Background: an optimization exercise with open tools, aiming at small area. Do not read the settings as production practice.
The RTL was checked by simulation tests, not by an equivalence proof against the original design.
The clock port is modelled as an ideal driver; clocking choices that lean on that would not hold on a real chip.

Setup of rev 12:
==> flow/design.v <==
`timescale 1ns / 1ps
module calculator(clk, reset, rst, a, b, op, seg, an);
input clk, reset, rst;
input [3:0] a, b;
input [2:0] op;
output [6:0] seg;
output [3:0] an;
reg [2:0] p;
reg [3:0] r;
wire idle  = (p == 3'd7);
wire setup = (p == 3'd4) & r[3] & r[2];       
wire load  = rst & (idle | setup);
wire sh    = (p == 3'd4);
wire a0    = (p == 3'd0);
wire a1    = (p == 3'd1);
wire step  = sh & (r[3:2] == 2'b00);         
wire oshf  = sh & (r[3] ^ r[2]);             
wire last  = (r == 4'd11);
always @(posedge clk) begin
    if (reset) begin
        p <= 3'd7;
        r <= 4'd11;
    end else if (idle) begin
        if (rst) begin
            p <= 3'd4;
            r <= 4'd15;
        end
    end else if (sh & ~last) begin
        p <= 3'd0;
        r <= r + 4'd1;
    end else
        p <= p + 3'd1;
end
reg [3:0] P, Q;
reg [3:0] ones, tens;
reg [1:0] hund;
wire [3:0] A = tens;
wire [2:0] sop = ones[2:0];
wire dval = r[3] ^ r[2];                  
wire mmul = ~sop[2] & ~(sop[1] & sop[0]);                 
wire mdiv = (sop == 3'd3);
wire mclr = (sop == 3'd1) | (sop == 3'd3) | (sop == 3'd4) | (sop == 3'd5) | (sop == 3'd6);
wire lastst = step & (r[1:0] == 2'd3);    
wire [3:0] aop1 = mdiv ? {P[2:0], Q[3]} : P;
wire [3:0] aop2 = A & {4{Q[0] | mdiv}};
wire [4:0] asum = {1'b0, aop1} + {1'b0, aop2} + {4'b0, mdiv};
wire dge = (asum[4] | P[3]) & mdiv & step;    
reg nb;
always @* begin
    case (sop)
        3'd3: nb = asum[4] | P[3];
        3'd4: nb = P[3] & Q[3];
        3'd5: nb = P[3] | Q[3];
        3'd6: nb = P[3] ^ Q[3];
        default: nb = ~P[3];
    endcase
end
always @(posedge clk) begin
    if (load) begin
        P <= (op[2:1] == 2'b01) ? 4'd0 : a;
        Q <= (op == 3'd3) ? a : (op == 3'd7) ? 4'd15 : b;
    end else if (step & mmul) begin
        P <= (lastst & mclr) ? 4'd0 : asum[4:1];
        Q <= {asum[0], Q[3:1]};
    end else if (step | oshf) begin
        P <= (lastst & mclr) ? 4'd0 : dge ? asum[3:0] : {P[2:0], Q[3]};
        Q <= {Q[2:0], nb & step};
    end
end
function [3:0] adj(input [3:0] o);
    adj = {o[3] | o[2] & o[0] | o[2] & o[1],
           o[3] & o[0] | o[2] & ~o[1] & ~o[0],
           ~o[2] & o[1] | o[1] & o[0] | o[3] & ~o[0],
           ~o[3] & ~o[2] & o[0] | o[2] & o[1] & ~o[0] | o[3] & ~o[0]};
endfunction
always @(posedge clk) begin
    if (reset) begin
        {hund, tens, ones} <= 10'd0;
    end else if (load) begin
        hund <= 2'd0;
        case (op[1:0])
            2'd0: tens <= 4'd1;
            2'd1: tens <= 4'd15;
            2'd2: tens <= a;
            default: tens <= ~b;
        endcase
        ones <= {1'b0, op};
    end else if (lastst)
        {tens, ones} <= 8'd0;
    else if (oshf)
        {hund, tens, ones} <= {hund[0], tens, ones, P[3]};
    else if (a0 & dval)
        ones <= adj(ones);
    else if (a1 & dval)
        tens <= adj(tens);
end
reg [6:0] cnt;
reg [3:0] dig, dig2;
wire show = (cnt[4] | (cnt[3:0] == 4'd15)) & (cnt[4:0] != 5'd31);
always @(posedge clk) begin
    if (reset) begin
        cnt  <= 7'd0;
        dig  <= 4'd0;
        dig2 <= 4'd0;
    end else begin
        cnt  <= cnt + 7'd1;
        dig2 <= dig;
        if (show)
            case (cnt[6:5])
                2'd0: dig <= dval ? ones : 4'd0;
                2'd1: dig <= 4'd0;
                2'd2: dig <= {2'b00, hund};
                default: dig <= dval ? tens : 4'd0;
            endcase
        else
            dig <= 4'd15;
    end
end
assign an = {cnt[6:5] != 2'd1, cnt[6:5] != 2'd2, cnt[6:5] != 2'd3, cnt[6:5] != 2'd0};
wire [3:0] x = dig2;
wire blank = x[3] & (x[2] | x[1]);
assign seg[0] = (x == 4'd1) | (x == 4'd4) | blank;
assign seg[1] = (x == 4'd5) | (x == 4'd6) | blank;
assign seg[2] = (x == 4'd2) | blank;
assign seg[3] = (x == 4'd1) | (x == 4'd4) | (x == 4'd7) | blank;
assign seg[4] = (x == 4'd1) | (x == 4'd3) | (x == 4'd4) | (x == 4'd5) | (x == 4'd7) | (x == 4'd9) | blank;
assign seg[5] = (x == 4'd1) | (x == 4'd2) | (x == 4'd3) | (x == 4'd7) | blank;
assign seg[6] = (x == 4'd0) | (x == 4'd1) | (x == 4'd7) | blank;
endmodule
Settings: LEC_CHECK=0, ABC_AREA=1, CAP_MARGIN=20, CORE_MARGIN=2, CORE_UTILIZATION=80, GPL_TIMING_DRIVEN=0, SLEW_MARGIN=20; clock period 6.0 ns.
standard.sh (not shown) runs the stock make flow with config.mk's settings and CLKGATE_MAP_FILE= SYNTH_SCRIPT=/design/flow/synth_recipe.tcl, a recipe that flattens the netlist after the stock synthesis.
==> flow/flow/run.sh <==
#!/bin/bash
# Own layout flow: the standard synthesis, then its combinational logic
# re-mapped by ABC (flip-flops untouched, equivalence proven with Yosys
# before the new netlist is used), then the standard layout steps with
# sky130_fd_sc_hd__buf_1 as the port buffers.
set -uo pipefail
HERE=$(pwd)
R=$HERE/orfs/results/sky130hd/calculator/base
LIB=/OpenROAD-flow-scripts/flow/platforms/sky130hd/lib/sky130_fd_sc_hd__tt_025C_1v80.lib

bash standard.sh synth > log_synth.log 2>&1 || { echo "standard synthesis failed"; exit 1; }

mkdir -p remap
cp "$R/1_2_yosys.v" remap/in.v
if bash flow/remap.sh remap > log_remap.log 2>&1; then
  echo "using the re-mapped netlist"
  cp remap/out.v "$R/1_2_yosys.v"
  rm -f "$R/1_synth.odb" "$R/1_synth.sdc"
else
  echo "re-mapping not used"
fi

ARGS=("BUFFER_PORTS_ARGS=-buffer_cell sky130_fd_sc_hd__buf_1" "CTS_ARGS=-sink_clustering_enable -repair_clock_nets -buf_list sky130_fd_sc_hd__clkbuf_8 -dont_use_dummy_load")
bash standard.sh "${ARGS[@]}" place > log_place.log 2>&1 || { echo "placement failed"; exit 1; }

# Clock tree: the clock port drives K leaf buffers, one per cluster of
# flip-flops; use the smallest choice whose estimated clock-pin slew is low,
# else leave the clock tree to the standard CTS step.
export FLOW_HOME RESDIR=$R
for choice in 3:sky130_fd_sc_hd__clkbuf_4 4:sky130_fd_sc_hd__clkbuf_4 3:sky130_fd_sc_hd__clkbuf_8 4:sky130_fd_sc_hd__clkbuf_8; do
  K=${choice%%:*}; B=${choice#*:}
  CTS_K=$K CTS_BUF=$B openroad -no_init -exit flow/mycts.tcl > log_cts_try_${K}_$B.log 2>&1
  s=$(grep -o 'worst clock pin slew (placement estimate): [0-9.e-]*' log_cts_try_${K}_$B.log | awk '{print $NF}')
  echo "K=$K $B estimated clock-pin slew: $s"
  if [ -n "$s" ] && awk -v s="$s" 'BEGIN { exit !(s < 0.115) }'; then
    CTS_K=$K CTS_BUF=$B OUTDB=$R/4_1_cts.odb OUTSDC=$R/4_cts.sdc openroad -no_init -exit flow/mycts.tcl > log_cts.log 2>&1 \
      && echo "clock tree with $K leaf buffers $B" || rm -f $R/4_1_cts.odb $R/4_cts.sdc
    break
  fi
done

bash standard.sh "${ARGS[@]}" finish > log_finish.log 2>&1 || { echo "layout failed"; exit 1; }
==> flow/flow/remap.sh <==
#!/bin/bash
# remap.sh DIR: re-map the combinational logic of DIR/in.v (the standard
# synthesis netlist) several times with ABC, keep the smallest result that
# Yosys proves equivalent to in.v, and write it to DIR/out.v.
# Logs go to DIR/*.log.
set -u
D=$1
F=$(cd "$(dirname "$0")" && pwd)
LIB=/OpenROAD-flow-scripts/flow/platforms/sky130hd/lib/sky130_fd_sc_hd__tt_025C_1v80.lib
cd "$D"
cp in.v best.v
area() { grep 'Chip area' "$1" | awk '{print $NF}'; }
best_area=1e9
for it in 1 2 3 4; do
  for S in 0 1 2 3; do
    W=it${it}_s$S; mkdir -p $W; cp best.v $W/in.v; cp "$F/remap.ys" $W/
    grep -o 'sky130_fd_sc_hd__[a-z0-9_]*' $W/in.v | sort -u | grep -E '__(df|edf|sdf|sedf|dl|conb)' | sed 's/^/blackbox /' > $W/bb.ys
    echo "abc -script +strash;&get,-n;&st;&deepsyn,-T,30,-S,$S;&dch;&nf,-R,1000,-p;&put -liberty $LIB -dont_use *probe* -dont_use *lpflow*" > $W/abc.ys
    (cd $W && timeout 600 yosys -q -l remap.log remap.ys > /dev/null 2>&1) &
  done
  wait
  for S in 0 1 2 3; do
    W=it${it}_s$S
    [ -f $W/stat.txt ] && [ -f $W/out.v ] || continue
    a=$(area $W/stat.txt)
    echo "iteration $it seed $S: $a"
    if awk -v a="$a" -v b="$best_area" 'BEGIN { exit !(a < b) }'; then best_area=$a; cp $W/out.v best.v; fi
  done
done
echo "best: $best_area"
cp best.v out.v
cp "$F/chk.ys" "$F/eq.ys" .
yosys -q -l check.log chk.ys > /dev/null 2>&1 || { echo "check failed"; exit 1; }
yosys -l equiv.log eq.ys > /dev/null 2>&1 || { echo "equivalence failed"; exit 1; }
echo "equivalence proven"
Other scripts of this flow, unchanged in this note and not shown: flow/flow/chk.ys, flow/flow/eq.ys, flow/flow/mycts.tcl, flow/flow/remap.ys
Rev 12: it failed during global placement, and the tool reported GPL-0301.
#### Input delta (rev 13 over rev 12)
- swapping 80 for 60 in CORE_UTILIZATION
diff --git a/flow/flow/run.sh b/flow/flow/run.sh
--- a/flow/flow/run.sh
+++ b/flow/flow/run.sh
@@ -29,3 +29,3 @@
 export FLOW_HOME RESDIR=$R
-for choice in 3:sky130_fd_sc_hd__clkbuf_4 4:sky130_fd_sc_hd__clkbuf_4 3:sky130_fd_sc_hd__clkbuf_8 4:sky130_fd_sc_hd__clkbuf_8; do
+for choice in 3:sky130_fd_sc_hd__clkbuf_4 4:sky130_fd_sc_hd__clkbuf_4 3:sky130_fd_sc_hd__buf_6 3:sky130_fd_sc_hd__clkbuf_8 4:sky130_fd_sc_hd__clkbuf_8; do
   K=${choice%%:*}; B=${choice#*:}
diff --git a/flow/flow/remap.sh b/flow/flow/remap.sh
--- a/flow/flow/remap.sh
+++ b/flow/flow/remap.sh
@@ -13,3 +13,3 @@
 best_area=1e9
-for it in 1 2 3 4; do
+for it in 1 2 3 4 5; do
   for S in 0 1 2 3; do
--- outcome ---
Every stage of the flow completed for rev 13, and the final layout passed the timing, design-rule and antenna checks. On post-synthesis cell area, the higher figure sits with rev 13, not rev 12. [rev 13 vs rev 12] number of rows created at floorplan: higher in rev 13. Die height in rev 13 is 8.3 um higher than in rev 12. From rev 12 to rev 13 the numbers moved as follows: instance count of the mapped netlist went up by about 5.4%; die width went up by about 15%.

[re-timing with driven ports]
Ports are ideal in the flow. The routed layout listed here was re-timed in OpenROAD.
Step 1, drivers: a clkbuf_16 drives clk and a buf_2 each remaining input, both assumed.
Step 2 also shifts input and output timing later by t, the mid clock arrival at the registers, as if the neighbouring blocks saw the same clock.
Slacks: ideal / step 1 / step 2; pairs: ideal / step 1.
run: rev 13
t (ns): 0.169
setup WS [ns]: 2.544 / 2.544 / 2.544
worst setup path after step 2: register to register
clock arrival spread, ns: 0.008 / 0.007
slew at the worst register clock pin (ns): 0.09 / 0.09
After both steps rev 13 still meets setup and hold. For rev 13, drivers alone change the setup slack by 0.000 ns; drivers and shift together by 0.000 ns.
